This design comes from an exercise in tuning for small area and a short achievable clock period on the open sky130 flow, not from production work. Function was checked by simulation only, so behaviour that the tests miss may differ from the original. Power figures rest on the tool's default switching activity, not on a simulated workload.

==> design/flow/design.v <==
module counters_tmr(
input wire clk,
input wire rst,
input wire baz,
input wire blrb,
input wire bar,
input wire zz1pb,
input wire [31:0] turn,
output reg [31:0] cnt,
output reg cwm,
output wire expire
);
  reg armed;
  wire c_z0_1 = ~cnt[1] & ~cnt[0];
  wire c_z2_3 = ~cnt[3] & ~cnt[2];
  wire c_z4_5 = ~cnt[5] & ~cnt[4];
  wire c_z6_7 = ~cnt[7] & ~cnt[6];
  wire c_z8_9 = ~cnt[9] & ~cnt[8];
  wire c_z10_11 = ~cnt[11] & ~cnt[10];
  wire c_z12_13 = ~cnt[13] & ~cnt[12];
  wire c_z14_15 = ~cnt[15] & ~cnt[14];
  wire c_z16_17 = ~cnt[17] & ~cnt[16];
  wire c_z18_19 = ~cnt[19] & ~cnt[18];
  wire c_z20_21 = ~cnt[21] & ~cnt[20];
  wire c_z22_23 = ~cnt[23] & ~cnt[22];
  wire c_z24_25 = ~cnt[25] & ~cnt[24];
  wire c_z26_27 = ~cnt[27] & ~cnt[26];
  wire c_z28_29 = ~cnt[29] & ~cnt[28];
  wire c_z30_31 = ~cnt[31] & ~cnt[30];
  wire c_z0_2 = ~cnt[2] & c_z0_1;
  wire c_z0_3 = c_z2_3 & c_z0_1;
  wire c_z4_6 = ~cnt[6] & c_z4_5;
  wire c_z4_7 = c_z6_7 & c_z4_5;
  wire c_z8_10 = ~cnt[10] & c_z8_9;
  wire c_z8_11 = c_z10_11 & c_z8_9;
  wire c_z12_14 = ~cnt[14] & c_z12_13;
  wire c_z12_15 = c_z14_15 & c_z12_13;
  wire c_z16_18 = ~cnt[18] & c_z16_17;
  wire c_z16_19 = c_z18_19 & c_z16_17;
  wire c_z20_22 = ~cnt[22] & c_z20_21;
  wire c_z20_23 = c_z22_23 & c_z20_21;
  wire c_z24_26 = ~cnt[26] & c_z24_25;
  wire c_z24_27 = c_z26_27 & c_z24_25;
  wire c_z28_30 = ~cnt[30] & c_z28_29;
  wire c_z28_31 = c_z30_31 & c_z28_29;
  wire c_z0_4 = ~cnt[4] & c_z0_3;
  wire c_z0_5 = c_z4_5 & c_z0_3;
  wire c_z0_6 = c_z4_6 & c_z0_3;
  wire c_z0_7 = c_z4_7 & c_z0_3;
  wire c_z8_12 = ~cnt[12] & c_z8_11;
  wire c_z8_13 = c_z12_13 & c_z8_11;
  wire c_z8_14 = c_z12_14 & c_z8_11;
  wire c_z8_15 = c_z12_15 & c_z8_11;
  wire c_z16_20 = ~cnt[20] & c_z16_19;
  wire c_z16_21 = c_z20_21 & c_z16_19;
  wire c_z16_22 = c_z20_22 & c_z16_19;
  wire c_z16_23 = c_z20_23 & c_z16_19;
  wire c_z24_28 = ~cnt[28] & c_z24_27;
  wire c_z24_29 = c_z28_29 & c_z24_27;
  wire c_z24_30 = c_z28_30 & c_z24_27;
  wire c_z24_31 = c_z28_31 & c_z24_27;
  wire c_z0_8 = ~cnt[8] & c_z0_7;
  wire c_z0_9 = c_z8_9 & c_z0_7;
  wire c_z0_10 = c_z8_10 & c_z0_7;
  wire c_z0_11 = c_z8_11 & c_z0_7;
  wire c_z0_12 = c_z8_12 & c_z0_7;
  wire c_z0_13 = c_z8_13 & c_z0_7;
  wire c_z0_14 = c_z8_14 & c_z0_7;
  wire c_z0_15 = c_z8_15 & c_z0_7;
  wire c_z16_24 = ~cnt[24] & c_z16_23;
  wire c_z16_25 = c_z24_25 & c_z16_23;
  wire c_z16_26 = c_z24_26 & c_z16_23;
  wire c_z16_27 = c_z24_27 & c_z16_23;
  wire c_z16_28 = c_z24_28 & c_z16_23;
  wire c_z16_29 = c_z24_29 & c_z16_23;
  wire c_z16_30 = c_z24_30 & c_z16_23;
  wire c_z16_31 = c_z24_31 & c_z16_23;
  wire c_z0_16 = ~cnt[16] & c_z0_15;
  wire c_z0_17 = c_z16_17 & c_z0_15;
  wire c_z0_18 = c_z16_18 & c_z0_15;
  wire c_z0_19 = c_z16_19 & c_z0_15;
  wire c_z0_20 = c_z16_20 & c_z0_15;
  wire c_z0_21 = c_z16_21 & c_z0_15;
  wire c_z0_22 = c_z16_22 & c_z0_15;
  wire c_z0_23 = c_z16_23 & c_z0_15;
  wire c_z0_24 = c_z16_24 & c_z0_15;
  wire c_z0_25 = c_z16_25 & c_z0_15;
  wire c_z0_26 = c_z16_26 & c_z0_15;
  wire c_z0_27 = c_z16_27 & c_z0_15;
  wire c_z0_28 = c_z16_28 & c_z0_15;
  wire c_z0_29 = c_z16_29 & c_z0_15;
  wire c_z0_30 = c_z16_30 & c_z0_15;
  wire c_z0_31 = c_z16_31 & c_z0_15;
  wire [31:0] c_b;
  assign c_b[0] = 1'b1;
  assign c_b[1] = ~cnt[0];
  assign c_b[2] = c_z0_1;
  assign c_b[3] = c_z0_2;
  assign c_b[4] = c_z0_3;
  assign c_b[5] = c_z0_4;
  assign c_b[6] = c_z0_5;
  assign c_b[7] = c_z0_6;
  assign c_b[8] = c_z0_7;
  assign c_b[9] = c_z0_8;
  assign c_b[10] = c_z0_9;
  assign c_b[11] = c_z0_10;
  assign c_b[12] = c_z0_11;
  assign c_b[13] = c_z0_12;
  assign c_b[14] = c_z0_13;
  assign c_b[15] = c_z0_14;
  assign c_b[16] = c_z0_15;
  assign c_b[17] = c_z0_16;
  assign c_b[18] = c_z0_17;
  assign c_b[19] = c_z0_18;
  assign c_b[20] = c_z0_19;
  assign c_b[21] = c_z0_20;
  assign c_b[22] = c_z0_21;
  assign c_b[23] = c_z0_22;
  assign c_b[24] = c_z0_23;
  assign c_b[25] = c_z0_24;
  assign c_b[26] = c_z0_25;
  assign c_b[27] = c_z0_26;
  assign c_b[28] = c_z0_27;
  assign c_b[29] = c_z0_28;
  assign c_b[30] = c_z0_29;
  assign c_b[31] = c_z0_30;
  wire c_up0 = ~cnt[1] & c_z2_3 & c_z4_7 & c_z8_15 & c_z16_31;
  wire c_zero = c_b[31] & ~cnt[31];
  wire is_one = c_up0 & cnt[0];
  wire turn_nz = |turn;
  wire run = armed & blrb;
  wire at_zero = c_zero;
  wire load = baz | (run & bar & at_zero);
  wire dec = run & (bar | ~cwm);
  wire shot = ~baz & run & ~bar & ~cwm & is_one;
  assign expire = (~baz & run & bar & at_zero) | shot;
  always @(posedge clk, posedge rst) begin
    if (rst) begin
      cnt <= 32'd0;
      cwm <= 1'b0;
      armed <= 1'b0;
    end else begin
      cnt <= load ? turn : cnt ^ ({32{dec}} & c_b);
      if (baz) armed <= turn_nz;
      else if (shot) armed <= 1'b0;
      if (~zz1pb) cwm <= 1'b0;
      else if (expire) cwm <= 1'b1;
    end
  end
endmodule
module counters(
input wire sysclk,
input wire foo_card,
input wire wfoo0_baz,
input wire wfoo0_blrb,
input wire wfoo0_zz1pb,
input wire [31:0] wfoo0_turn,
input wire debct_baz,
input wire debct_blrb,
input wire debct_zz1pb,
input wire debct_bar,
input wire [31:0] debct_turn,
input wire Z0_bar,
input wire Z0_baz,
input wire Z0_blrb,
input wire Z0_zz1pb,
input wire [31:0] Z0_turn,
input wire Y1_bar,
input wire Y1_baz,
input wire Y1_blrb,
input wire Y1_zz1pb,
input wire [31:0] Y1_turn,
input wire X2_bar,
input wire X2_baz,
input wire X2_blrb,
input wire X2_zz1pb,
input wire [31:0] X2_turn,
input wire W3_bar,
input wire W3_baz,
input wire W3_blrb,
input wire W3_zz1pb,
input wire [31:0] W3_turn,
output wire Z0_cwm,
output wire [31:0] Z0,
output wire Y1_cwm,
output wire [31:0] Y1,
output wire X2_cwm,
output wire [31:0] X2,
output wire W3_cwm,
output wire [31:0] W3,
output reg wfoo0_cwm,
output wire [31:0] wfoo0_llwln,
output wire debct_cwm,
output reg debct_pull,
output wire [31:0] debct,
output wire wdfilecardA2P
);
  wire debct_exp, z0_exp, y1_exp, x2_exp, w3_exp;
  counters_tmr t_debct(.clk(sysclk), .rst(foo_card), .baz(debct_baz), .blrb(debct_blrb),
    .bar(debct_bar), .zz1pb(debct_zz1pb), .turn(debct_turn), .cnt(debct), .cwm(debct_cwm),
    .expire(debct_exp));
  counters_tmr t_Z0(.clk(sysclk), .rst(foo_card), .baz(Z0_baz), .blrb(Z0_blrb),
    .bar(Z0_bar), .zz1pb(Z0_zz1pb), .turn(Z0_turn), .cnt(Z0), .cwm(Z0_cwm),
    .expire(z0_exp));
  counters_tmr t_Y1(.clk(sysclk), .rst(foo_card), .baz(Y1_baz), .blrb(Y1_blrb),
    .bar(Y1_bar), .zz1pb(Y1_zz1pb), .turn(Y1_turn), .cnt(Y1), .cwm(Y1_cwm),
    .expire(y1_exp));
  counters_tmr t_X2(.clk(sysclk), .rst(foo_card), .baz(X2_baz), .blrb(X2_blrb),
    .bar(X2_bar), .zz1pb(X2_zz1pb), .turn(X2_turn), .cnt(X2), .cwm(X2_cwm),
    .expire(x2_exp));
  counters_tmr t_W3(.clk(sysclk), .rst(foo_card), .baz(W3_baz), .blrb(W3_blrb),
    .bar(W3_bar), .zz1pb(W3_zz1pb), .turn(W3_turn), .cnt(W3), .cwm(W3_cwm),
    .expire(w3_exp));
  reg [31:0] wd_cnt;
  reg wd_armed, wd_mark, wd_a2p;
  wire w_z0_1 = ~wd_cnt[1] & ~wd_cnt[0];
  wire w_z2_3 = ~wd_cnt[3] & ~wd_cnt[2];
  wire w_z4_5 = ~wd_cnt[5] & ~wd_cnt[4];
  wire w_z6_7 = ~wd_cnt[7] & ~wd_cnt[6];
  wire w_z8_9 = ~wd_cnt[9] & ~wd_cnt[8];
  wire w_z10_11 = ~wd_cnt[11] & ~wd_cnt[10];
  wire w_z12_13 = ~wd_cnt[13] & ~wd_cnt[12];
  wire w_z14_15 = ~wd_cnt[15] & ~wd_cnt[14];
  wire w_z16_17 = ~wd_cnt[17] & ~wd_cnt[16];
  wire w_z18_19 = ~wd_cnt[19] & ~wd_cnt[18];
  wire w_z20_21 = ~wd_cnt[21] & ~wd_cnt[20];
  wire w_z22_23 = ~wd_cnt[23] & ~wd_cnt[22];
  wire w_z24_25 = ~wd_cnt[25] & ~wd_cnt[24];
  wire w_z26_27 = ~wd_cnt[27] & ~wd_cnt[26];
  wire w_z28_29 = ~wd_cnt[29] & ~wd_cnt[28];
  wire w_z30_31 = ~wd_cnt[31] & ~wd_cnt[30];
  wire w_z0_2 = ~wd_cnt[2] & w_z0_1;
  wire w_z0_3 = w_z2_3 & w_z0_1;
  wire w_z4_6 = ~wd_cnt[6] & w_z4_5;
  wire w_z4_7 = w_z6_7 & w_z4_5;
  wire w_z8_10 = ~wd_cnt[10] & w_z8_9;
  wire w_z8_11 = w_z10_11 & w_z8_9;
  wire w_z12_14 = ~wd_cnt[14] & w_z12_13;
  wire w_z12_15 = w_z14_15 & w_z12_13;
  wire w_z16_18 = ~wd_cnt[18] & w_z16_17;
  wire w_z16_19 = w_z18_19 & w_z16_17;
  wire w_z20_22 = ~wd_cnt[22] & w_z20_21;
  wire w_z20_23 = w_z22_23 & w_z20_21;
  wire w_z24_26 = ~wd_cnt[26] & w_z24_25;
  wire w_z24_27 = w_z26_27 & w_z24_25;
  wire w_z28_30 = ~wd_cnt[30] & w_z28_29;
  wire w_z28_31 = w_z30_31 & w_z28_29;
  wire w_z0_4 = ~wd_cnt[4] & w_z0_3;
  wire w_z0_5 = w_z4_5 & w_z0_3;
  wire w_z0_6 = w_z4_6 & w_z0_3;
  wire w_z0_7 = w_z4_7 & w_z0_3;
  wire w_z8_12 = ~wd_cnt[12] & w_z8_11;
  wire w_z8_13 = w_z12_13 & w_z8_11;
  wire w_z8_14 = w_z12_14 & w_z8_11;
  wire w_z8_15 = w_z12_15 & w_z8_11;
  wire w_z16_20 = ~wd_cnt[20] & w_z16_19;
  wire w_z16_21 = w_z20_21 & w_z16_19;
  wire w_z16_22 = w_z20_22 & w_z16_19;
  wire w_z16_23 = w_z20_23 & w_z16_19;
  wire w_z24_28 = ~wd_cnt[28] & w_z24_27;
  wire w_z24_29 = w_z28_29 & w_z24_27;
  wire w_z24_30 = w_z28_30 & w_z24_27;
  wire w_z24_31 = w_z28_31 & w_z24_27;
  wire w_z0_8 = ~wd_cnt[8] & w_z0_7;
  wire w_z0_9 = w_z8_9 & w_z0_7;
  wire w_z0_10 = w_z8_10 & w_z0_7;
  wire w_z0_11 = w_z8_11 & w_z0_7;
  wire w_z0_12 = w_z8_12 & w_z0_7;
  wire w_z0_13 = w_z8_13 & w_z0_7;
  wire w_z0_14 = w_z8_14 & w_z0_7;
  wire w_z0_15 = w_z8_15 & w_z0_7;
  wire w_z16_24 = ~wd_cnt[24] & w_z16_23;
  wire w_z16_25 = w_z24_25 & w_z16_23;
  wire w_z16_26 = w_z24_26 & w_z16_23;
  wire w_z16_27 = w_z24_27 & w_z16_23;
  wire w_z16_28 = w_z24_28 & w_z16_23;
  wire w_z16_29 = w_z24_29 & w_z16_23;
  wire w_z16_30 = w_z24_30 & w_z16_23;
  wire w_z16_31 = w_z24_31 & w_z16_23;
  wire w_z0_16 = ~wd_cnt[16] & w_z0_15;
  wire w_z0_17 = w_z16_17 & w_z0_15;
  wire w_z0_18 = w_z16_18 & w_z0_15;
  wire w_z0_19 = w_z16_19 & w_z0_15;
  wire w_z0_20 = w_z16_20 & w_z0_15;
  wire w_z0_21 = w_z16_21 & w_z0_15;
  wire w_z0_22 = w_z16_22 & w_z0_15;
  wire w_z0_23 = w_z16_23 & w_z0_15;
  wire w_z0_24 = w_z16_24 & w_z0_15;
  wire w_z0_25 = w_z16_25 & w_z0_15;
  wire w_z0_26 = w_z16_26 & w_z0_15;
  wire w_z0_27 = w_z16_27 & w_z0_15;
  wire w_z0_28 = w_z16_28 & w_z0_15;
  wire w_z0_29 = w_z16_29 & w_z0_15;
  wire w_z0_30 = w_z16_30 & w_z0_15;
  wire w_z0_31 = w_z16_31 & w_z0_15;
  wire [31:0] w_b;
  assign w_b[0] = 1'b1;
  assign w_b[1] = ~wd_cnt[0];
  assign w_b[2] = w_z0_1;
  assign w_b[3] = w_z0_2;
  assign w_b[4] = w_z0_3;
  assign w_b[5] = w_z0_4;
  assign w_b[6] = w_z0_5;
  assign w_b[7] = w_z0_6;
  assign w_b[8] = w_z0_7;
  assign w_b[9] = w_z0_8;
  assign w_b[10] = w_z0_9;
  assign w_b[11] = w_z0_10;
  assign w_b[12] = w_z0_11;
  assign w_b[13] = w_z0_12;
  assign w_b[14] = w_z0_13;
  assign w_b[15] = w_z0_14;
  assign w_b[16] = w_z0_15;
  assign w_b[17] = w_z0_16;
  assign w_b[18] = w_z0_17;
  assign w_b[19] = w_z0_18;
  assign w_b[20] = w_z0_19;
  assign w_b[21] = w_z0_20;
  assign w_b[22] = w_z0_21;
  assign w_b[23] = w_z0_22;
  assign w_b[24] = w_z0_23;
  assign w_b[25] = w_z0_24;
  assign w_b[26] = w_z0_25;
  assign w_b[27] = w_z0_26;
  assign w_b[28] = w_z0_27;
  assign w_b[29] = w_z0_28;
  assign w_b[30] = w_z0_29;
  assign w_b[31] = w_z0_30;
  wire w_up0 = ~wd_cnt[1] & w_z2_3 & w_z4_7 & w_z8_15 & w_z16_31;
  wire w_zero = w_b[31] & ~wd_cnt[31];
  wire wd_turn_nz = |wfoo0_turn;
  wire wd_run = wd_armed & wfoo0_blrb;
  wire wd_at_zero = w_zero;
  wire wd_load = wfoo0_baz | (wd_run & wd_at_zero);
  wire wd_hit = ~wfoo0_baz & wd_run & wd_at_zero;
  assign wfoo0_llwln = wd_cnt;
  assign wdfilecardA2P = wd_a2p;
  always @(posedge sysclk, posedge foo_card) begin
    if (foo_card) begin
      wd_cnt <= 32'd0;
      wd_armed <= 1'b0;
      wd_mark <= 1'b0;
      wd_a2p <= 1'b0;
      wfoo0_cwm <= 1'b0;
      debct_pull <= 1'b0;
    end else begin
      debct_pull <= debct_exp;
      wd_a2p <= wd_hit & wd_mark;
      wd_cnt <= wd_load ? wfoo0_turn : wd_cnt ^ ({32{wd_run}} & w_b);
      if (wfoo0_baz) wd_armed <= ~wd_at_zero;
      else if (wd_hit & wd_mark) wd_armed <= 1'b0;
      if (wfoo0_baz) wd_mark <= 1'b0;
      else if (wd_hit) wd_mark <= 1'b1;
      if (~wfoo0_zz1pb) wfoo0_cwm <= 1'b0;
      else if (wd_hit & ~wd_mark) wfoo0_cwm <= 1'b1;
    end
  end
endmodule
==> design/flow/flow/run.sh <==
#!/bin/bash
# The standard layout (standard.sh), with these changes:
#  - port buffers use the smallest buffer cell (buf_1) instead of the default choice;
#  - if flow/dont_use.txt exists, it replaces the platform's don't-use list
#    (it repeats the platform's list and adds slow wide OR/NOR cells);
#  - each line of flow/make_args.txt (if it exists) is passed to make as VAR=value.
set -uo pipefail
export BUFFER_PORTS_ARGS="-buffer_cell sky130_fd_sc_hd__buf_1"
args=()
if [[ -s flow/dont_use.txt ]]; then
  args+=("DONT_USE_CELLS=$(tr '\n' ' ' < flow/dont_use.txt)")
fi
if [[ -s flow/make_args.txt ]]; then
  while IFS= read -r line; do
    [[ -n "$line" ]] && args+=("$line")
  done < flow/make_args.txt
fi
printf '%s\n' "${args[@]}" > run_args.log
bash standard.sh "${args[@]}" finish > standard.log 2>&1
==> design/flow/flow/dont_use.txt <==
sky130_fd_sc_hd__probe_p_8
sky130_fd_sc_hd__probec_p_8
sky130_fd_sc_hd__lpflow_bleeder_1
sky130_fd_sc_hd__lpflow_clkbufkapwr_1
sky130_fd_sc_hd__lpflow_clkbufkapwr_16
sky130_fd_sc_hd__lpflow_clkbufkapwr_2
sky130_fd_sc_hd__lpflow_clkbufkapwr_4
sky130_fd_sc_hd__lpflow_clkbufkapwr_8
sky130_fd_sc_hd__lpflow_clkinvkapwr_1
sky130_fd_sc_hd__lpflow_clkinvkapwr_16
sky130_fd_sc_hd__lpflow_clkinvkapwr_2
sky130_fd_sc_hd__lpflow_clkinvkapwr_4
sky130_fd_sc_hd__lpflow_clkinvkapwr_8
sky130_fd_sc_hd__lpflow_decapkapwr_12
sky130_fd_sc_hd__lpflow_decapkapwr_3
sky130_fd_sc_hd__lpflow_decapkapwr_4
sky130_fd_sc_hd__lpflow_decapkapwr_6
sky130_fd_sc_hd__lpflow_decapkapwr_8
sky130_fd_sc_hd__lpflow_inputiso0n_1
sky130_fd_sc_hd__lpflow_inputiso0p_1
sky130_fd_sc_hd__lpflow_inputiso1n_1
sky130_fd_sc_hd__lpflow_inputiso1p_1
sky130_fd_sc_hd__lpflow_inputisolatch_1
sky130_fd_sc_hd__lpflow_isobufsrc_1
sky130_fd_sc_hd__lpflow_isobufsrc_16
sky130_fd_sc_hd__lpflow_isobufsrc_2
sky130_fd_sc_hd__lpflow_isobufsrc_4
sky130_fd_sc_hd__lpflow_isobufsrc_8
sky130_fd_sc_hd__lpflow_isobufsrckapwr_16
sky130_fd_sc_hd__lpflow_lsbuf_lh_hl_isowell_tap_1
sky130_fd_sc_hd__lpflow_lsbuf_lh_hl_isowell_tap_2
sky130_fd_sc_hd__lpflow_lsbuf_lh_hl_isowell_tap_4
sky130_fd_sc_hd__lpflow_lsbuf_lh_isowell_4
sky130_fd_sc_hd__lpflow_lsbuf_lh_isowell_tap_1
sky130_fd_sc_hd__lpflow_lsbuf_lh_isowell_tap_2
sky130_fd_sc_hd__lpflow_lsbuf_lh_isowell_tap_4
#
#
Define
fill
cells
sky130_fd_sc_hd__or4_1
sky130_fd_sc_hd__or4_2
sky130_fd_sc_hd__or4_4
sky130_fd_sc_hd__nor4_1
sky130_fd_sc_hd__nor4_2
sky130_fd_sc_hd__nor4_4
sky130_fd_sc_hd__or4b_1
sky130_fd_sc_hd__or4b_2
sky130_fd_sc_hd__or4b_4
sky130_fd_sc_hd__or4bb_1
sky130_fd_sc_hd__or4bb_2
sky130_fd_sc_hd__or4bb_4
sky130_fd_sc_hd__nor4b_1
sky130_fd_sc_hd__nor4b_2
sky130_fd_sc_hd__nor4b_4
sky130_fd_sc_hd__nor4bb_1
sky130_fd_sc_hd__nor4bb_2
sky130_fd_sc_hd__nor4bb_4
sky130_fd_sc_hd__or3_1
sky130_fd_sc_hd__or3_2
sky130_fd_sc_hd__or3_4
sky130_fd_sc_hd__nor3_1
sky130_fd_sc_hd__nor3_2
sky130_fd_sc_hd__nor3_4
sky130_fd_sc_hd__or3b_1
sky130_fd_sc_hd__or3b_2
sky130_fd_sc_hd__or3b_4
sky130_fd_sc_hd__nor3b_1
sky130_fd_sc_hd__nor3b_2
sky130_fd_sc_hd__nor3b_4
==> design/flow/flow/make_args.txt <==
CTS_ARGS=-sink_clustering_enable -repair_clock_nets -dont_use_dummy_load -sink_clustering_size 20 -sink_clustering_max_diameter 100 -buf_list {sky130_fd_sc_hd__clkbuf_8 sky130_fd_sc_hd__clkbuf_16}
==> design/flow/standard.sh <==
#!/bin/bash
# synth_recipe.tcl (not shown) runs the flow's synth.tcl, then flattens the netlist and writes it again
# the make line also repeats each setting of config.mk as NAME=value (left out here)
make -C /OpenROAD-flow-scripts/flow DESIGN_CONFIG=/design/flow/config.mk WORK_HOME=/design/flow/orfs CLKGATE_MAP_FILE= SYNTH_SCRIPT=/design/flow/synth_recipe.tcl "${@:-finish}"
==> design/flow/config.mk <==
export PLATFORM = sky130hd
export DESIGN_NAME = counters
export DESIGN_NICKNAME = counters
export VERILOG_FILES = /design/flow/design.v
export SDC_FILE = /design/flow/constraint.sdc
export NUM_CORES = 4
export LEC_CHECK = 0
export CAP_MARGIN = 20
export CORE_MARGIN = 2
export CORE_UTILIZATION = 40
export SETUP_SLACK_MARGIN = 1.5
export SLEW_MARGIN = 20
==> design/flow/constraint.sdc <==
create_clock -name core_clock -period 3.3 [get_ports {sysclk}]
set_input_delay 0.6600 -clock core_clock [delete_from_list [all_inputs] [get_ports {sysclk}]]
set_output_delay 0.6600 -clock core_clock [all_outputs]
set_load 0.01 [all_outputs]
==> impl_metrics.tcl, run 1 <==
set metrics [dict create \
    worst_hold_path_type "in -> async" \
    dp_hpwl_um 27900 \
    worstSetupEndpointType "flop" \
    final_core_util 0.567 \
    dieWidth_um 175 \
    clock_sink_count 207 \
    synth.area.top_cells "dfrtp_1 44%, nor2_1 12%, a21oi_1 6.3%" \
    yosys.cell_types.count 50 \
    drive_gt1_frac 0.231 \
    cts_max_level 1 \
    grt_pass1_vias 10948 \
    synth_area_per_cell_um2 8.51 \
    max_cap_violations 0 \
    crit_type "reg -> reg" \
    share_of_the_clock_period_used_by_the_worst_path_after_layout 0.564 \
    post-synth-top-count-cell "nor2_1" \
    tightestPinTransition_ps 838 \
    global_route_wire_length_before_repair_um 57900 \
    grt_antenna_before_repair 11 \
    synth_enable_flop_cells 0 \
    netSwitchingFraction 0.326 \
    initial_utilization 0.406 \
    chipHeight_um 175 \
    worstSkewPairLatency_ps 490 \
    vdd_drop_max_mv 0.371 \
    finalHoldViolCount 0 \
    cellLeakagePower_nw 6.17 \
    cp.required_ps 3660 \
    p_sw_w 0.00203 \
    finalPower_w 0.00622 \
    power.internal_w 0.00419 \
    drt_pre_antenna_iters 5 \
    mappedNetlistArea_um2 11700 \
    total_nets_final 2080 \
    finalWeightedCongestion 0.864 \
    placeableCoreArea_um2 28700 \
    clock_tree_root "clkbuf_16" \
    setup_violations 0 \
    route.detailed.vias_per_inst 5.28 \
    max_freq_ghz 0.537 \
    drt-wirelength-per-cell_um 17.6 \
    final_period_minus_worst_setup_slack_ps 1860 \
    num_vias 11854 \
    synthesized_netlist_cell_count 1370 \
    status "complete, no violations" \
    clkSlewWorstSetupHoldPaths_ps 90 \
    grt.total_usage 0.235 \
    drt_iter0_markers 571 \
    max-clock-path-buffers 3 \
    synth_seq_area_share 0.444 \
    ys_top_cells_by_count "387 x nor2_1, 207 x dfrtp_1, 146 x a21oi_1" \
    grt_overflow_total 0 \
    std_cell_rows 62 \
    detail_route.drc_violations 0 \
    fin_ws_ps 1440 \
    synth_top_cell_by_area "dfrtp_1" \
    synth_nets 1593 \
    cts_made_buffers 14 \
    ys.flop_type "dfrtp_1" \
    layout-area-overhead-vs-synth_pct 39.5 \
    maximum_number_of_pins_on_one_net_before_global_route_repair 140 \
    final-max-slew-violation-count 0 \
    die_area_um2 30500 \
    unrepaired_setup_endpoints_after_global_routing "true" \
    synth_largest_type_area_fraction 0.444 \
    postSynthRegisterBits 207 \
    port_buffers 416 \
    ys.warnings.count 2 \
    critical_path_arrival_ps 2220 \
    crit_fanout 8 \
    clkPwrFrac 0.267 \
    skew_ps 19.4 \
    multi_input_comb_area_um2 7260 \
    timing.slew.headroom 0.441 \
    boundaryPins 417 \
    crit_path_start_kind "flop" \
    tritoncts "done" \
    power.sequential.fraction 0.490 \
    dpl_worst_slack_ps 908 \
    power_density_nw_per_um2 383 \
    combinationalPowerShare 0.243 \
    register_area_um2 5210 \
    asyncSetResetFlopFracSynth 1.00 \
    fillCellCount 2623 \
    postRouteWirelength_um 39600 \
    drt_antenna_net_count 0 \
]
worst paths after layout:
path	startpoint	end	slack (ps)	depth (start not counted)
setup / recovery	t_Z0.cnt[4]$_DFF_PP0_	t_Z0.cnt[21]$_DFF_PP0_	1440	8
hold / removal	foo_card	t_X2.armed$_DFFE_PP0P_	280	3
setup reg to reg	t_Z0.cnt[4]$_DFF_PP0_	t_Z0.cnt[21]$_DFF_PP0_	1440	8
hold reg to reg	wfoo0_cwm$_DFFE_PP0P_	wfoo0_cwm$_DFFE_PP0P_	520	2
max in group asynchronous	foo_card	t_debct.cnt[16]$_DFF_PP0_	2200	3
min in group core_clock	Z0_zz1pb	t_Z0.cwm$_DFFE_PP0P_	380	2
state kept, by name, indices dropped and copies added (netlist names), 32 cells and up:
register / cells
t_W3.cnt: 32
t_X2.cnt: 32
t_Y1.cnt: 32
t_Z0.cnt: 32
t_debct.cnt: 32
wd_cnt: 32
layout by cell type, fill, tap and decap left out, drive strengths merged, types with 2 or more instances in the layout:
master,n
and3b,6
mux2i,6
nand2,77
nor2,389
nand4,38
clkbuf,45
a211oi,2
or2,3
dfrtp,207
inv,26
a31oi,46
nor2b,23
and4b,8
diode,8
and4bb,3
nand2b,24
a311oi,2
and2,18
ha,6
nand4bb,2
a41oi,3
o21ba,3
a21oi,147
buf,489
xor2,79
o21ai,21
o22a,2
o41ai,9
nand3,17
nand3b,21
and2b,3
nand4b,11
and3,31
o21a,2
xnor2,59
and4,22
critical path, cell delays in order (launching register included):
cell	delay, ps
dfrtp_2	470
nor2_1	140
and4_4	250
and4b_2	270
a41oi_4	110
buf_12	180
clkbuf_16	180
nor2_4	80
a31oi_2	40
timing repair:
| item | 4_1_cts | 5_1_grt |
|---|---|---|
| endpoints found under the setup margin | 219 | 238 |
| hold buffers | 0 | 0 |
| cloned | 3 | 14 |
| setup buffers | 23 | 55 |
| pin swaps | 11 | 40 |
| gates resized for setup | 99 | 330 |
routing by layer:
metal  part of all wire  wire [µm]  GRT usage  vias to the layer above
li1                   -          -          -                     5649
met1               0.42      16500      0.302                     5729
met2               0.48      19000      0.383                      385
met3              0.069       2750     0.0592                       83
met4              0.031       1240     0.0865                        8
met5             0.0015         59          0                        -
power by group through the flow:
stage	clock (W)	sequential [W]	combinational (W)
after floorplan	0	0.00313	0.000612
after global placement	0	0.00306	0.00118
after detailed placement	0	0.00307	0.00118
after CTS	0.00173	0.00302	0.00125
after global routing	0.00182	0.00309	0.00165
final	0.00166	0.00305	0.00151
area by class of cell:
type                    count  area share
clock buffers              14      0.0215
inverters                  27     0.00646
multi-input cells        1087       0.446
repair buffers            520       0.175
well taps                 384      0.0295
flip-flops and latches    207       0.320
diodes                      8     0.00123
cells by family (layout without fill, tap and decap cells):
logic type | after synthesis | in the layout | synth area share
AND/OR/NAND/NOR | 694 | 696 | 0.288
AO/OA/AOI/OAI | 239 | 241 | 0.119
flip-flops | 207 | 207 | 0.444
XOR/XNOR | 138 | 138 | 0.104
buffers and inverters | 80 | 561 | 0.0338
adder cells (fa/ha/maj) | 6 | 6 | 0.00644
multiplexers | 6 | 6 | 0.00515
other | 0 | 8 | 0
per-stage QoR:
stage	cell area (µm²)	hold slack [ps]	cells	TNS, ps
after floorplan	11900	483	1370	-9570
after detailed placement	13700	509	2130	0
after global routing	16300	296	2244	0
after CTS	14400	291	2170	0
after global placement	13700	510	2130	0
final	16300	277	2247	0
==> run 2, diff against run 1 <==
--- a/design/flow/config.mk
+++ b/design/flow/config.mk
@@ -7,6 +7,6 @@
 export LEC_CHECK = 0
 export CAP_MARGIN = 20
 export CORE_MARGIN = 2
-export CORE_UTILIZATION = 40
-export SETUP_SLACK_MARGIN = 1.5
+export CORE_UTILIZATION = 55
+export SETUP_SLACK_MARGIN = 1.4
 export SLEW_MARGIN = 20
==> run 2 against run 1 <==
Against the previous run: final area decreased by 11%; largest cell class unchanged; critical path depth unchanged; combinational power decreased by 17%; still clean on timing, DRC and antenna; via count is 2.8% lower; sequential share of layout area up 3.6 points; clock power is 3% lower; largest power group unchanged; total power is 5.0% lower; global-route usage increased by 7.3 points; highest routed layer unchanged; count of clock-buffer cells in the layout unchanged.
==> impl_metrics.tcl, run 2 <==
set metrics [dict create \
    ys_top_cells_by_count "387 x nor2_1, 207 x dfrtp_1, 146 x a21oi_1" \
    postRouteWirelength_um 36300 \
    register_area_um2 5190 \
    worst_path_max_delay_cell "dfrtp_1" \
    tritoncts "done" \
    unrepaired_setup_endpoints_after_global_routing "true" \
    synth_area_per_cell_um2 8.51 \
    setup_violations 0 \
    grt_antenna_before_repair 5 \
    clock_tree_root "clkbuf_16" \
    global_route_wire_length_before_repair_um 54700 \
    ys.flop_type "dfrtp_1" \
    synth_seq_area_share 0.444 \
    synth_nets 1593 \
    asyncSetResetFlopFracSynth 1.00 \
    ff2ff_path_depth 8 \
    share_of_the_clock_period_used_by_the_worst_path_after_layout 0.574 \
    die_area_um2 22400 \
    maximum_number_of_pins_on_one_net_before_global_route_repair 154 \
    final-max-slew-violation-count 0 \
    synth_top_cell_by_area "dfrtp_1" \
    placeableCoreArea_um2 20900 \
    status "complete, no violations" \
    startpoint_of_the_lowest_slack_hold_path "Y1_zz1pb" \
    crit_type "reg -> reg" \
    skew_ps 40.0 \
    max-clock-path-buffers 3 \
    finalHoldViolCount 0 \
    num_vias 11521 \
    postSynthRegisterBits 207 \
    power_density_nw_per_um2 407 \
    clkSlewWorstSetupHoldPaths_ps 90 \
    timing.critical_path.from "t_W3.cnt[16]$_DFF_PP0_" \
    total_nets_final 2029 \
    tightestPinTransition_ps 829 \
    timing.slew.headroom 0.448 \
    cts_max_level 1 \
    worst_hold_path_type "in -> reg" \
    fillCellCount 1865 \
    route.detailed.vias_per_inst 5.53 \
    detail_route.drc_violations 0 \
    finalWeightedCongestion 0.931 \
    cellLeakagePower_nw 5.61 \
    highest-signal-layer "met5" \
    crit_buf_inv 2 \
    holdBufCountCts 0 \
    rrSetupSlack_ps 1410 \
    max_incr_delay_on_cp_ps 440 \
    post-synth-top-count-cell "nor2_1" \
    drive_gt1_frac 0.0937 \
    worstSetupEndpointType "flop" \
    synth_largest_type_area_fraction 0.444 \
    cts_made_buffers 14 \
    route.layer.met1.wl_um 14600 \
    synth.area.top_cells "dfrtp_1 44%, nor2_1 12%, a21oi_1 6.3%" \
    clock_sink_count 207 \
    synthesized_netlist_cell_count 1370 \
    crit_path_start_kind "flop" \
    path_cells "nor2_2 > and4b_2 > and3b_2 > a41oi_4 > buf_6 > clkbuf_16 > nor2_1 > a21oi_1" \
    final_area_um2 14500 \
    fin_setup_tns_ps 0 \
    port_buffers 416 \
    multi_input_comb_area_um2 6420 \
    synth_enable_flop_cells 0 \
    hold-worst-slack_ps 391 \
    critPathTopFamily "simple AND/OR/NAND/NOR gates" \
    chipHeight_um 150 \
    initial_utilization 0.558 \
    ys.warnings.count 2 \
    crit_fanout 8 \
    timing.rr.end "t_W3.cnt[20]$_DFF_PP0_" \
    cp.required_ps 3640 \
    grt.total_usage 0.308 \
    timing.hold.worst_endpoint "t_Y1.cwm$_DFFE_PP0P_" \
    mappedNetlistArea_um2 11700 \
    detailroute.wirelength.met2_um 17600 \
    vdd_drop_max_mv 0.327 \
    fin_cells 2085 \
    most_common_library_cell_in_the_layout_ignoring_fill_and_taps "buf_1" \
    critical_path_arrival_ps 2240 \
    dieWidth_um 150 \
    dr_wl_met3_um 2930 \
    grt_overflow_total 0 \
    max_cap_violations 0 \
    layout-area-overhead-vs-synth_pct 24.7 \
    final_period_minus_worst_setup_slack_ps 1890 \
    crit-reg2reg-launch "t_W3.cnt[16]$_DFF_PP0_" \
    grt_pass1_vias 10644 \
    placedCellCount 2020 \
    drt_pre_antenna_iters 5 \
    worstSkewPairLatency_ps 480 \
    mostFrequentLayoutCells "415 x buf_1, 344 x nor2_1, 202 x dfrtp_1" \
    boundaryPins 417 \
    max_freq_ghz 0.528 \
    drt-wirelength-per-cell_um 17.4 \
    drt_iter0_markers 528 \
    dp_hpwl_um 27200 \
    std_cell_rows 53 \
    drt_antenna_net_count 0 \
    placed_cell_area_um2 13500 \
    yosys.cell_types.count 50 \
    finalPower_w 0.00591 \
    whs_path_depth 2 \
]
[run 2: cell count changes in the layout (fill, tap and decap cells not counted), sizes merged]
cell and delta:
a21oi +1, a41oi +1, and3 -1, and4 -1, buf -22, clkbuf -28, diode -2, o21ba -1
[run 2: worst max-delay path by stage]
stage / endpoint / slack [ps] / depth (start not counted)
after floorplan: debct_pull$_DFF_PP0_ / -50 / 1
after global placement: wd_cnt[0]$_DFF_PP0_ / 700 / 7
after detailed placement: wd_cnt[0]$_DFF_PP0_ / 600 / 7
after CTS: wd_cnt[6]$_DFF_PP0_ / 1400 / 7
after global routing: t_W3.cnt[22]$_DFF_PP0_ / 1350 / 8
final: t_W3.cnt[20]$_DFF_PP0_ / 1410 / 8
[run 2: repair_timing]
action | CTS | global route
pin swaps | 6 | 19
setup buffers | 11 | 29
cloned | 3 | 2
endpoints found under the setup margin | 182 | 193
gates resized for setup | 25 | 92
[run 2: layout make-up]
cell class / instances / share of cell area
sequential: 207 / 0.357
timing repair buffer: 470 / 0.146
inverter: 27 / 0.00723
multi-input combinational: 1086 / 0.442
clock buffer: 14 / 0.0241
antenna: 6 / 0.00103
tap: 275 / 0.0237
[run 2: stage by stage]
stage | setup slack [ps] | utilization
after global routing | 1350 | 0.696
after detailed placement | 604 | 0.644
final | 1410 | 0.696
after floorplan | -46.2 | -
after CTS | 1400 | 0.670
after global placement | 705 | 0.644
[run 2: report_power, final]
group	internal (W)	total [W]	switching [W]	leakage (nW)
Clock	0.000760	0.00161	0.000853	0.173
Sequential	0.00277	0.00305	0.000280	2.33
Combinational	0.000509	0.00125	0.000745	3.11
Total	0.00404	0.00591	0.00188	5.61
[run 2: cells by family after synthesis]
| group | Yosys count | share of synthesized area |
|---|---|---|
| adders and majority gates | 6 | 0.00644 |
| buffers and inverters | 80 | 0.0338 |
| xor gates and xnor gates | 138 | 0.104 |
| muxes | 6 | 0.00515 |
| AOI/OAI and AO/OA | 239 | 0.119 |
| and+or+nand+nor | 694 | 0.288 |
| DFF | 207 | 0.444 |
[run 2: layer usage]
metal,up-vias,global-route usage
met1,5480,0.402
met3,66,0.0631
met5,-,0
li1,5560,-
met4,4,0.113
met2,411,0.508
==> run 3, diff against run 2 <==
--- a/design/flow/config.mk
+++ b/design/flow/config.mk
@@ -7,6 +7,6 @@
 export LEC_CHECK = 0
 export CAP_MARGIN = 20
 export CORE_MARGIN = 2
-export CORE_UTILIZATION = 55
+export CORE_UTILIZATION = 40
 export SETUP_SLACK_MARGIN = 1.4
 export SLEW_MARGIN = 20
==> run 3 against run 2 <==
Against the previous run: still clean on timing, DRC and antenna; fmax is 1.2% higher; final area is 0.10% lower; routed wire length is 0.20% higher; sequential share of layout area hardly changed; critical endpoint is now t_debct.cnt[10]$_DFF_PP0_; largest cell class unchanged.
==> impl_metrics.tcl, run 3 <==
set metrics [dict create \
    dieWidth_um 175 \
    yosys.cell_types.count 50 \
    synthesized_netlist_cell_count 1370 \
    tightestPinTransition_ps 641 \
    grt_pass1_vias 10639 \
    unrepaired_setup_endpoints_after_global_routing "true" \
    critPathTopFamily "simple AND/OR/NAND/NOR gates" \
    power_density_nw_per_um2 408 \
    synth_top_cell_by_area "dfrtp_1" \
    crit_path_start_kind "flop" \
    cellLeakagePower_nw 5.54 \
    drt-wirelength-per-cell_um 16.7 \
    vdd_drop_max_mv 0.251 \
    finalWeightedCongestion 0.887 \
    cp.required_ps 3700 \
    asyncSetResetFlopFracSynth 1.00 \
    holdBufCountCts 0 \
    tritoncts "done" \
    grt_overflow_total 0 \
    boundaryPins 417 \
    postRouteWirelength_um 36300 \
    clock_tree_root "clkbuf_16" \
    final_period_minus_worst_setup_slack_ps 1870 \
    port_buffers 416 \
    clkSlewWorstSetupHoldPaths_ps 90 \
    worstSetupEndpointType "flop" \
    cts_max_level 1 \
    drt_antenna_net_count 0 \
    cts_made_buffers 14 \
    detail_route.drc_violations 0 \
    dp_hpwl_um 27000 \
    chipHeight_um 175 \
    share_of_the_clock_period_used_by_the_worst_path_after_layout 0.567 \
    multi_input_comb_area_um2 6350 \
    ys.flop_type "dfrtp_1" \
    max_cap_violations 0 \
    worst_hold_path_type "in -> async" \
    most_common_library_cell_in_the_layout_ignoring_fill_and_taps "buf_1" \
    drive_gt1_frac 0.0811 \
    ys_top_cells_by_count "387 x nor2_1, 207 x dfrtp_1, 146 x a21oi_1" \
    grt.total_usage 0.223 \
    finalPower_w 0.00593 \
    die_area_um2 30500 \
    maximum_number_of_pins_on_one_net_before_global_route_repair 113 \
    register_area_um2 5190 \
    synth_seq_area_share 0.444 \
    crit_type "reg -> reg" \
    postSynthRegisterBits 207 \
    mostFrequentLayoutCells "416 x buf_1, 349 x nor2_1, 202 x dfrtp_1" \
    drt_iter0_markers 752 \
    layout-area-overhead-vs-synth_pct 24.6 \
    status "complete, no violations" \
    num_vias 11240 \
    max_incr_delay_on_cp_ps 420 \
    synth_enable_flop_cells 0 \
    setup_violations 0 \
    fillCellCount 2874 \
    synth_area_per_cell_um2 8.51 \
    placeableCoreArea_um2 28700 \
    post-synth-top-count-cell "nor2_1" \
    mappedNetlistArea_um2 11700 \
    worstSkewPairLatency_ps 480 \
    critical_path_arrival_ps 2270 \
    route.detailed.vias_per_inst 5.17 \
    drt_pre_antenna_iters 5 \
    synth_nets 1593 \
    max_freq_ghz 0.534 \
    final-max-slew-violation-count 0 \
    timing.slew.headroom 0.573 \
    global_route_wire_length_before_repair_um 55700 \
    max-clock-path-buffers 3 \
    finalHoldViolCount 0 \
    total_nets_final 2012 \
    skew_ps 31.7 \
    critical-path-top-cell-by-count "buf_4" \
    crit_buf_inv 2 \
    initial_utilization 0.406 \
    worst_path_max_delay_cell "dfrtp_1" \
    std_cell_rows 62 \
    clock_sink_count 207 \
    synth.area.top_cells "dfrtp_1 44%, nor2_1 12%, a21oi_1 6.3%" \
    grt_antenna_before_repair 3 \
    crit_fanout 6 \
    hold-worst-slack_ps 339 \
    fin_setup_tns_ps 0 \
    synth_largest_type_area_fraction 0.444 \
    path_cells "nor2_1 > and3_1 > nand4_1 > o21ba_4 > buf_4 > buf_4 > a21oi_1" \
    ys.warnings.count 2 \
]
run 3: cell counts after synthesis:
No cell type changed its count.
run 3: metal layers:
layer  global-route usage  share of wire  vias up
li1                     -              -     5512
met1                0.299           0.43     5319
met2                0.368           0.48      349
met3               0.0355          0.054       60
met4               0.0785          0.035        0
met5                    0              0        -
run 3: layout make-up:
type                    instances  share of cell area
diodes                          4            0.000689
clock buffers                  14              0.0241
inverters                      27             0.00723
multi-input cells            1084               0.437
flip-flops and latches        207               0.357
well taps                     384              0.0331
repair buffers                455               0.140
run 3: path summary, 6_finish.rpt:
check                                     startpoint                         to  slack, ps  depth (start not counted)
min in group core_clock                  wfoo0_zz1pb      wfoo0_cwm$_DFFE_PP0P_        400                          2
max reg2reg                t_debct.cnt[18]$_DFF_PP0_  t_debct.cnt[10]$_DFF_PP0_       1430                          7
min                                         foo_card     t_X2.cnt[26]$_DFF_PP0_        340                          3
min reg2reg                     wd_armed$_DFFE_PP0P_       wd_armed$_DFFE_PP0P_        530                          1
max in group asynchronous                   foo_card  t_debct.cnt[22]$_DFF_PP0_       2410                          3
max                        t_debct.cnt[18]$_DFF_PP0_  t_debct.cnt[10]$_DFF_PP0_       1430                          7
run 3: cells by family (layout without fill, tap and decap cells):
family                     count (synthesis)  count (layout)  share of synthesized area
and+or+nand+nor                          694             695                      0.288
AOI/OAI and AO/OA                        239             239                      0.119
DFF                                      207             207                      0.444
xor gates and xnor gates                 138             138                      0.104
buffers and inverters                     80             496                     0.0338
adders and majority gates                  6               6                    0.00644
muxes                                      6               6                    0.00515
other                                      0               4                          0
run 3: per-stage QoR:
step | utilization | cells | setup WS, ps | cell area (µm²)
finish | 0.506 | 2175 | 1430 | 14500
floorplan | - | 1370 | -46.2 | 11700
detailed placement | 0.473 | 2130 | 734 | 13600
CTS | 0.491 | 2151 | 1370 | 14100
global placement | 0.473 | 2130 | 797 | 13600
global route | 0.506 | 2174 | 1340 | 14500
run 3: power breakdown:
| group | switching [W] | internal, W | leakage, nW |
|---|---|---|---|
| Combinational | 0.000737 | 0.000506 | 3.04 |
| Clock | 0.000876 | 0.000760 | 0.173 |
| Sequential | 0.000280 | 0.00277 | 2.33 |
run 3: worst reg2reg max path, stage by stage (launching register included):
cell	delay [ps]
dfrtp_1	420
nor2_1	180
and3_1	240
nand4_1	200
o21ba_4	340
buf_4	160
buf_4	130
a21oi_1	130
run 3: timing repair:
| action | 4_1_cts | 5_1_grt |
|---|---|---|
| resized for setup | 35 | 77 |
| pin swaps | 3 | 15 |
| cloned | 0 | 5 |
| setup buffers | 7 | 15 |
| endpoints found under the setup margin | 171 | 191 |
| hold endpoints to repair | 0 | 0 |
==> run 4, diff against run 3 <==
--- a/design/flow/flow/run.sh
+++ b/design/flow/flow/run.sh
@@ -3,12 +3,18 @@
 #  - port buffers use the smallest buffer cell (buf_1) instead of the default choice;
 #  - if flow/dont_use.txt exists, it replaces the platform's don't-use list
 #    (it repeats the platform's list and adds slow wide OR/NOR cells);
+#  - if flow/abc.script exists, synthesis is synth_recipe.tcl unchanged except that
+#    Yosys's abc call runs that ABC script (flow/synth.tcl);
 #  - each line of flow/make_args.txt (if it exists) is passed to make as VAR=value.
 set -uo pipefail
 export BUFFER_PORTS_ARGS="-buffer_cell sky130_fd_sc_hd__buf_1"
 args=()
 if [[ -s flow/dont_use.txt ]]; then
   args+=("DONT_USE_CELLS=$(tr '\n' ' ' < flow/dont_use.txt)")
+fi
+if [[ -s flow/abc.script ]]; then
+  export MY_ABC_SCRIPT="$PWD/flow/abc.script"
+  args+=("SYNTH_SCRIPT=$PWD/flow/synth.tcl")
 fi
 if [[ -s flow/make_args.txt ]]; then
   while IFS= read -r line; do
--- a/design/flow/config.mk
+++ b/design/flow/config.mk
@@ -8,5 +8,5 @@
 export CAP_MARGIN = 20
 export CORE_MARGIN = 2
 export CORE_UTILIZATION = 40
-export SETUP_SLACK_MARGIN = 1.4
+export SETUP_SLACK_MARGIN = 1.45
 export SLEW_MARGIN = 20
==> run 4 against run 3 <==
Against the previous run: still clean; sequential cell count unchanged; total power up 4.1%; cell count increased by 3.3%; clock skew decreased by 14 ps; count of clock-buffer cells in the layout did not move; via count is 5.7% higher; final area increased by 9.0%; largest cell class unchanged.
==> impl_metrics.tcl, run 4 <==
set metrics [dict create \
    worst_path_max_delay_cell "dfrtp_1" \
    finalHoldViolCount 0 \
    layout-area-overhead-vs-synth_pct 35.8 \
    placeableCoreArea_um2 28700 \
    tightestPinTransition_ps 907 \
    fillCellCount 2776 \
    post_synth_fa_ha_maj_area_fraction 0.00644 \
    synth_largest_type_area_fraction 0.444 \
    asyncSetResetFlopFracSynth 1.00 \
    synth_xor_xnor_area_share 0.104 \
    synth_nets 1593 \
    drt_pre_antenna_iters 5 \
    path_cells "nor2_2 > and4_4 > and4b_2 > a41oi_4 > buf_6 > clkbuf_16 > nor2_4 > a21oi_1" \
    highest-signal-layer "met5" \
    dieWidth_um 175 \
    synth_mux_area_frac 0.00515 \
    die_area_um2 30500 \
    maximum_number_of_pins_on_one_net_before_global_route_repair 64 \
    timing.rr.end "t_Z0.cnt[6]$_DFF_PP0_" \
    synth_top_cell_by_area "dfrtp_1" \
    port_buffers 416 \
    grt_antenna_before_repair 6 \
    grt_pass1_vias 11009 \
    worstSetupEndpointType "flop" \
    share_of_the_synthesized_area_in_compound_gates_ao_oa_aoi_oai 0.119 \
    cts_made_buffers 14 \
    grt.total_usage 0.240 \
    netSwitchingFraction 0.326 \
    clkPwrFrac 0.269 \
    clock_sink_count 207 \
    max_incr_delay_on_cp_ps 420 \
    postSynthRegisterBits 207 \
    post_synth_and_or_nand_nor_area_fraction 0.288 \
    fin_setup_tns_ps 0 \
    cp.required_ps 3670 \
    crit_path_start_kind "flop" \
    postRouteWirelength_um 40900 \
    finalWeightedCongestion 0.873 \
    combinationalPowerShare 0.235 \
    tritoncts "done" \
    mappedNetlistArea_um2 11700 \
    drt-wirelength-per-cell_um 18.2 \
    dpl_worst_slack_ps 818 \
    final_area_um2 15800 \
    share_of_the_clock_period_used_by_the_worst_path_after_layout 0.572 \
    crit_type "reg -> reg" \
    power.internal_w 0.00415 \
    ys.warnings.count 2 \
    placedCellCount 2133 \
    route.layer.met1.wl_um 17000 \
    total_nets_final 2084 \
    fin_cells 2247 \
    dr_wl_met3_um 3060 \
    setup_violations 0 \
    max_freq_ghz 0.529 \
    yosys.cell_types.count 50 \
    chipHeight_um 175 \
    final-max-slew-violation-count 0 \
    power.sequential.fraction 0.496 \
    dp_hpwl_um 28500 \
    synth_area_per_cell_um2 8.51 \
    synthesized_netlist_cell_count 1370 \
    route.detailed.vias_per_inst 5.29 \
    critical_path_arrival_ps 2260 \
    drt_iter0_markers 668 \
    rrSetupSlack_ps 1410 \
    std_cell_rows 62 \
    worst_hold_path_type "in -> async" \
    num_vias 11883 \
    clkSlewWorstSetupHoldPaths_ps 90 \
    detailroute.wirelength.met2_um 19800 \
    synth.area.top_cells "dfrtp_1 44%, nor2_1 12%, a21oi_1 6.3%" \
    ff2ff_path_depth 8 \
    ys_top_cells_by_count "387 x nor2_1, 207 x dfrtp_1, 146 x a21oi_1" \
    combinational_family_with_the_most_area_after_synthesis "simple AND/OR/NAND/NOR gates" \
    max-clock-path-buffers 3 \
    most_common_library_cell_in_the_layout_ignoring_fill_and_taps "buf_1" \
    crit-reg2reg-launch "t_Z0.cnt[9]$_DFF_PP0_" \
    initial_utilization 0.406 \
    crit_fanout 8 \
    drive_gt1_frac 0.178 \
    placed_cell_area_um2 13700 \
    timing.slew.headroom 0.394 \
    power_density_nw_per_um2 389 \
    ys.flop_type "dfrtp_1" \
    cellLeakagePower_nw 6.04 \
    global_route_wire_length_before_repair_um 59200 \
    post-synth-top-count-cell "nor2_1" \
    synth_enable_flop_cells 0 \
    detail_route.drc_violations 0 \
    boundaryPins 417 \
    unrepaired_setup_endpoints_after_global_routing "true" \
    cts_max_level 1 \
    p_sw_w 0.00201 \
    status "complete, no violations" \
    skew_ps 18.2 \
    worstSkewPairLatency_ps 490 \
    final_period_minus_worst_setup_slack_ps 1890 \
    fin_ws_ps 1410 \
    grt_overflow_total 0 \
    synth_seq_area_share 0.444 \
    mostFrequentLayoutCells "407 x buf_1, 286 x nor2_1, 186 x dfrtp_1" \
    drt_antenna_net_count 0 \
    clock_tree_root "clkbuf_16" \
    vdd_drop_max_mv 0.275 \
    holdBufCountCts 0 \
    hold-worst-slack_ps 347 \
    max_cap_violations 0 \
]
## run 4: critical path, delay by kind of cell (launching register included)
kind / cells / cell delay (ps)
and+or+nand+nor: 4 / 770
DFF: 1 / 420
buffers and inverters: 2 / 370
AOI/OAI and AO/OA: 2 / 210
## run 4: metal layers
metal,vias up,GRT usage
met4,4,0.0642
met1,5717,0.307
met3,64,0.0537
met5,-,0
li1,5667,-
met2,431,0.409
## run 4: area by class of cell
class,count,area (µm²),area share
Tap cell,384,480,0.0303
Inverter,27,105,0.00663
Sequential cell,207,5210,0.329
Antenna cell,4,10.0,0.000632
Multi-Input combinational cell,1086,6840,0.432
Timing Repair Buffer,525,2850,0.180
Clock buffer,14,350,0.0221
## run 4: power groups by stage
stage                     clock network (W)  registers, W  logic [W]
after global routing                0.00180       0.00309    0.00159
after detailed placement                  0       0.00307    0.00120
after global placement                    0       0.00306    0.00119
final                               0.00166       0.00306    0.00145
after CTS                           0.00172       0.00303    0.00124
after floorplan                           0       0.00313   0.000604
## run 4: logic make-up after synthesis
| family | Yosys count |
|---|---|
| and+or+nand+nor | 694 |
| AOI/OAI and AO/OA | 239 |
| DFF | 207 |
| xor gates and xnor gates | 138 |
| buffers and inverters | 80 |
| muxes | 6 |
| adders and majority gates | 6 |
## run 4: how the worst max path moves through the flow
stage / from / to
final: t_Z0.cnt[9]$_DFF_PP0_ / t_Z0.cnt[6]$_DFF_PP0_
after global routing: t_debct.cnt[25]$_DFF_PP0_ / t_debct.cnt[29]$_DFF_PP0_
after CTS: t_Z0.cnt[8]$_DFF_PP0_ / t_Z0.cnt[31]$_DFF_PP0_
after detailed placement: wfoo0_blrb / wd_cnt[23]$_DFF_PP0_
after global placement: wfoo0_blrb / wd_cnt[0]$_DFF_PP0_
after floorplan: foo_card / debct_pull$_DFF_PP0_
## run 4: metrics by stage
step	total power [W]	utilization
finish	0.00617	0.552
global placement	0.00425	0.477
detailed placement	0.00427	0.477
floorplan	0.00373	-
CTS	0.00599	0.501
global route	0.00648	0.552
## run 4: timing repair
item                                    CTS  global route
gates cloned                              5            18
setup buffers                            10            63
pin swaps                                10            41
gates resized for setup                  58           204
endpoints found under the setup margin  195           204
==> run 5, diff against run 4 <==
--- a/design/flow/design.v
+++ b/design/flow/design.v
@@ -129,7 +129,8 @@
   wire is_one = c_up0 & cnt[0];
   wire turn_nz = |turn;
   wire run = armed & blrb;
-  wire at_zero = c_zero;
+  reg nz;
+  wire at_zero = ~nz;
   wire load = baz | (run & bar & at_zero);
   wire dec = run & (bar | ~cwm);
   wire shot = ~baz & run & ~bar & ~cwm & is_one;
@@ -137,10 +138,12 @@
   always @(posedge clk, posedge rst) begin
     if (rst) begin
       cnt <= 32'd0;
+      nz <= 1'b0;
       cwm <= 1'b0;
       armed <= 1'b0;
     end else begin
       cnt <= load ? turn : cnt ^ ({32{dec}} & c_b);
+      nz <= load ? turn_nz : dec ? ~is_one : nz;
       if (baz) armed <= turn_nz;
       else if (shot) armed <= 1'b0;
       if (~zz1pb) cwm <= 1'b0;
==> design/flow/flow/run.sh (replaced) <==
#!/bin/bash
# The standard layout (standard.sh), with these changes:
#  - port buffers use the smallest buffer cell (buf_1) instead of the default choice;
#  - if flow/dont_use.txt exists, it replaces the platform's don't-use list
#    (it repeats the platform's list and adds slow wide OR/NOR cells);
#  - each line of flow/make_args.txt (if it exists) is passed to make as VAR=value.
set -uo pipefail
export BUFFER_PORTS_ARGS="-buffer_cell sky130_fd_sc_hd__buf_1"
args=()
if [[ -s flow/dont_use.txt ]]; then
  args+=("DONT_USE_CELLS=$(tr '\n' ' ' < flow/dont_use.txt)")
fi
if [[ -s flow/make_args.txt ]]; then
  while IFS= read -r line; do
    [[ -n "$line" ]] && args+=("$line")
  done < flow/make_args.txt
fi
printf '%s\n' "${args[@]}" > run_args.log
bash standard.sh "${args[@]}" finish > standard.log 2>&1
==> run 5 against run 4 <==
Against the previous run: routed wire length down 7.8%; global-route usage down 0.94 points; first-iteration DRC count down 0.60%; core utilization down 4.0 points; sequential share of layout area up 3.1 points; clock power about the same; total power down 2.4%; synthesized area up 0.98%; fmax up 1.6%; critical path type is now reg -> out; highest routed layer unchanged.
==> impl_metrics.tcl, run 5 <==
set metrics [dict create \
    placeableCoreArea_um2 28900 \
    finalHoldViolCount 0 \
    share_of_the_clock_period_used_by_the_worst_path_after_layout 0.563 \
    drt-wirelength-per-cell_um 17.1 \
    multi_input_comb_area_um2 6460 \
    drt_iter0_markers 664 \
    cts_max_level 1 \
    final-max-slew-violation-count 0 \
    power.internal_w 0.00410 \
    num_vias 11526 \
    netSwitchingFraction 0.319 \
    synth_area_per_cell_um2 8.41 \
    yosys.cell_types.count 45 \
    crit_path_start_kind "flop" \
    clkSlewWorstSetupHoldPaths_ps 90 \
    final_period_minus_worst_setup_slack_ps 1860 \
    final_core_util 0.512 \
    finalWeightedCongestion 0.868 \
    std_cell_rows 62 \
    crit_fanout 4 \
    route.detailed.vias_per_inst 5.22 \
    status "complete, no violations" \
    chipHeight_um 176 \
    register_area_um2 5310 \
    synth_largest_type_area_fraction 0.450 \
    total_nets_final 2048 \
    detail_route.drc_violations 0 \
    crit_type "reg -> out" \
    synth_top_cell_by_area "dfrtp_1" \
    max_cap_violations 0 \
    grt_antenna_before_repair 3 \
    initial_utilization 0.408 \
    power.sequential.fraction 0.517 \
    p_sw_w 0.00192 \
    crit_buf_inv 1 \
    critPathTopFamily "flip-flops" \
    grt_pass1_vias 10852 \
    mostFrequentLayoutCells "403 x buf_1, 362 x nor2_1, 209 x dfrtp_1" \
    max-clock-path-buffers 3 \
    tightestPinTransition_ps 680 \
    max_incr_delay_on_cp_ps 490 \
    post-synth-top-count-cell "nor2_1" \
    path_cells "buf_1" \
    maximum_number_of_pins_on_one_net_before_global_route_repair 84 \
    mappedNetlistArea_um2 11800 \
    setup_violations 0 \
    synth.area.top_cells "dfrtp_1 45%, nor2_1 12%, a21oi_1 6.0%" \
    critical_path_arrival_ps 1200 \
    global_route_wire_length_before_repair_um 57700 \
    synth_seq_area_share 0.450 \
    unrepaired_setup_endpoints_after_global_routing "true" \
    grt.total_usage 0.230 \
    max_freq_ghz 0.538 \
    layout-area-overhead-vs-synth_pct 25.5 \
    cp.required_ps 2640 \
    skew_ps 26.2 \
    boundaryPins 417 \
    timing.slew.headroom 0.546 \
    drive_gt1_frac 0.0987 \
    power_density_nw_per_um2 407 \
    worstSetupEndpointType "output pin" \
    port_buffers 416 \
    dieWidth_um 176 \
    asyncSetResetFlopFracSynth 1.00 \
    most_common_library_cell_in_the_layout_ignoring_fill_and_taps "buf_1" \
    synthesized_netlist_cell_count 1400 \
    ys.warnings.count 2 \
    postSynthRegisterBits 212 \
    drt_pre_antenna_iters 5 \
    clock_sink_count 212 \
    cellLeakagePower_nw 5.82 \
    synth_enable_flop_cells 0 \
    placedCellCount 2148 \
    combinationalPowerShare 0.207 \
    vdd_drop_max_mv 0.349 \
    dp_hpwl_um 28100 \
    postRouteWirelength_um 37700 \
    drt_antenna_net_count 0 \
    cts_made_buffers 14 \
    ys_top_cells_by_count "386 x nor2_1, 212 x dfrtp_1, 142 x a21oi_1" \
    clock_tree_root "clkbuf_16" \
    clkPwrFrac 0.276 \
    tritoncts "done" \
    die_area_um2 30800 \
    worstSkewPairLatency_ps 490 \
    ys.flop_type "dfrtp_1" \
    grt_overflow_total 0 \
    fin_cells 2210 \
    worst_path_max_delay_cell "dfrtp_1" \
    fillCellCount 2887 \
    worst_hold_path_type "in -> async" \
    synth_nets 1623 \
]
[run 5: timing repair]
item                                    in CTS  in global routing
hold buffers                                 0                  0
cloned                                       2                  6
endpoints found under the setup margin     128                128
pin swaps                                    6                 12
setup buffers                                8                 29
gates resized for setup                     31                 51
[run 5: metal layers]
| metal | vias to the layer above | global-route usage | wire (µm) |
|---|---|---|---|
| met5 | - | 0 | 13 |
| met4 | 2 | 0.0620 | 1030 |
| met3 | 52 | 0.0526 | 2720 |
| met2 | 402 | 0.391 | 17800 |
| met1 | 5484 | 0.296 | 16200 |
| li1 | 5586 | - | - |
[run 5: logic make-up after synthesis]
logic type      count (synthesis)  share of synthesized area
compound gates                232                      0.111
xor+xnor                      130                     0.0967
fa+ha+maj                       6                    0.00637
buf+inv                        97                     0.0328
flops                         212                      0.450
mux                            12                     0.0106
simple gates                  711                      0.292
[run 5: metrics by stage]
stage | power, W | instance area, µm² | setup slack (ps) | hold WS [ps] | setup TNS [ps]
after floorplan | 0.00381 | 12000 | -116 | 474 | -24630
after global placement | 0.00434 | 13900 | 839 | 487 | 0
after detailed placement | 0.00436 | 13900 | 818 | 498 | 0
after CTS | 0.00605 | 14400 | 1450 | 358 | 0
after global routing | 0.00634 | 14800 | 1380 | 373 | 0
final | 0.00602 | 14800 | 1440 | 344 | 0
[run 5: worst paths after layout]
| check | depth (start not counted) | startpoint | slack [ps] | end |
|---|---|---|---|---|
| min in group core_clock | 2 | debct_zz1pb | 380 | t_debct.cwm$_DFFE_PP0P_ |
| hold / removal | 3 | foo_card | 340 | t_X2.cnt[8]$_DFF_PP0_ |
| setup reg to reg | 6 | t_X2.cnt[16]$_DFF_PP0_ | 1490 | t_X2.nz$_DFFE_PP0P_ |
| max in group asynchronous | 3 | foo_card | 2400 | wd_cnt[20]$_DFF_PP0_ |
| setup / recovery | 1 | t_W3.cnt[5]$_DFF_PP0_ | 1440 | W3[5] |
| hold reg to reg | 1 | wd_armed$_DFFE_PP0P_ | 520 | wd_armed$_DFFE_PP0P_ |
[run 5: power by group through the flow]
stage,Combinational (W),Clock (W),Sequential (W)
6_report,0.00125,0.00166,0.00311
3_5_place_dp,0.00121,0,0.00314
4_1_cts,0.00123,0.00173,0.00310
2_1_floorplan,0.000599,0,0.00321
3_3_place_gp,0.00120,0,0.00314
5_1_grt,0.00139,0.00181,0.00315
[run 5: area by class of cell]
cell class / count / area share
inverters: 33 / 0.00881
multi-input cells: 1098 / 0.437
clock buffers: 14 / 0.0237
well taps: 384 / 0.0325
repair buffers: 466 / 0.138
flip-flops and latches: 212 / 0.359
diodes: 3 / 0.000508

separate check: timing with driven ports:
In the flow no input, the clock included, has a driving cell. The finished layouts below were timed again as built, in two steps. Step 1: set_driving_cell puts a clkbuf_16 on sysclk and a buf_2 on each other input, an assumption about the parent block. Step 2 also shifts input and output timing later by t, the mid clock arrival at the registers, as if the neighbouring blocks saw the same clock. a / b / c = ideal / step 1 / step 2; a / b = the first two.
run	t, ns	setup WS [ns]	worst hold slack (ns)
run 1	0.528	1.438 / 1.388 / 1.019	0.277 / 0.251 / 0.524
run 2	0.504	1.406 / 1.383 / 1.053	0.391 / 0.364 / 0.524
run 3	0.518	1.429 / 1.416 / 1.090	0.339 / 0.309 / 0.530
run 4	0.530	1.411 / 1.369 / 1.105	0.347 / 0.317 / 0.532
run 5	0.523	1.442 / 1.393 / 1.071	0.344 / 0.338 / 0.518
After both steps every run listed still meets setup and hold. For run 1, which loses most, drivers alone change the setup slack by -0.050 ns; drivers and shift together by -0.419 ns.
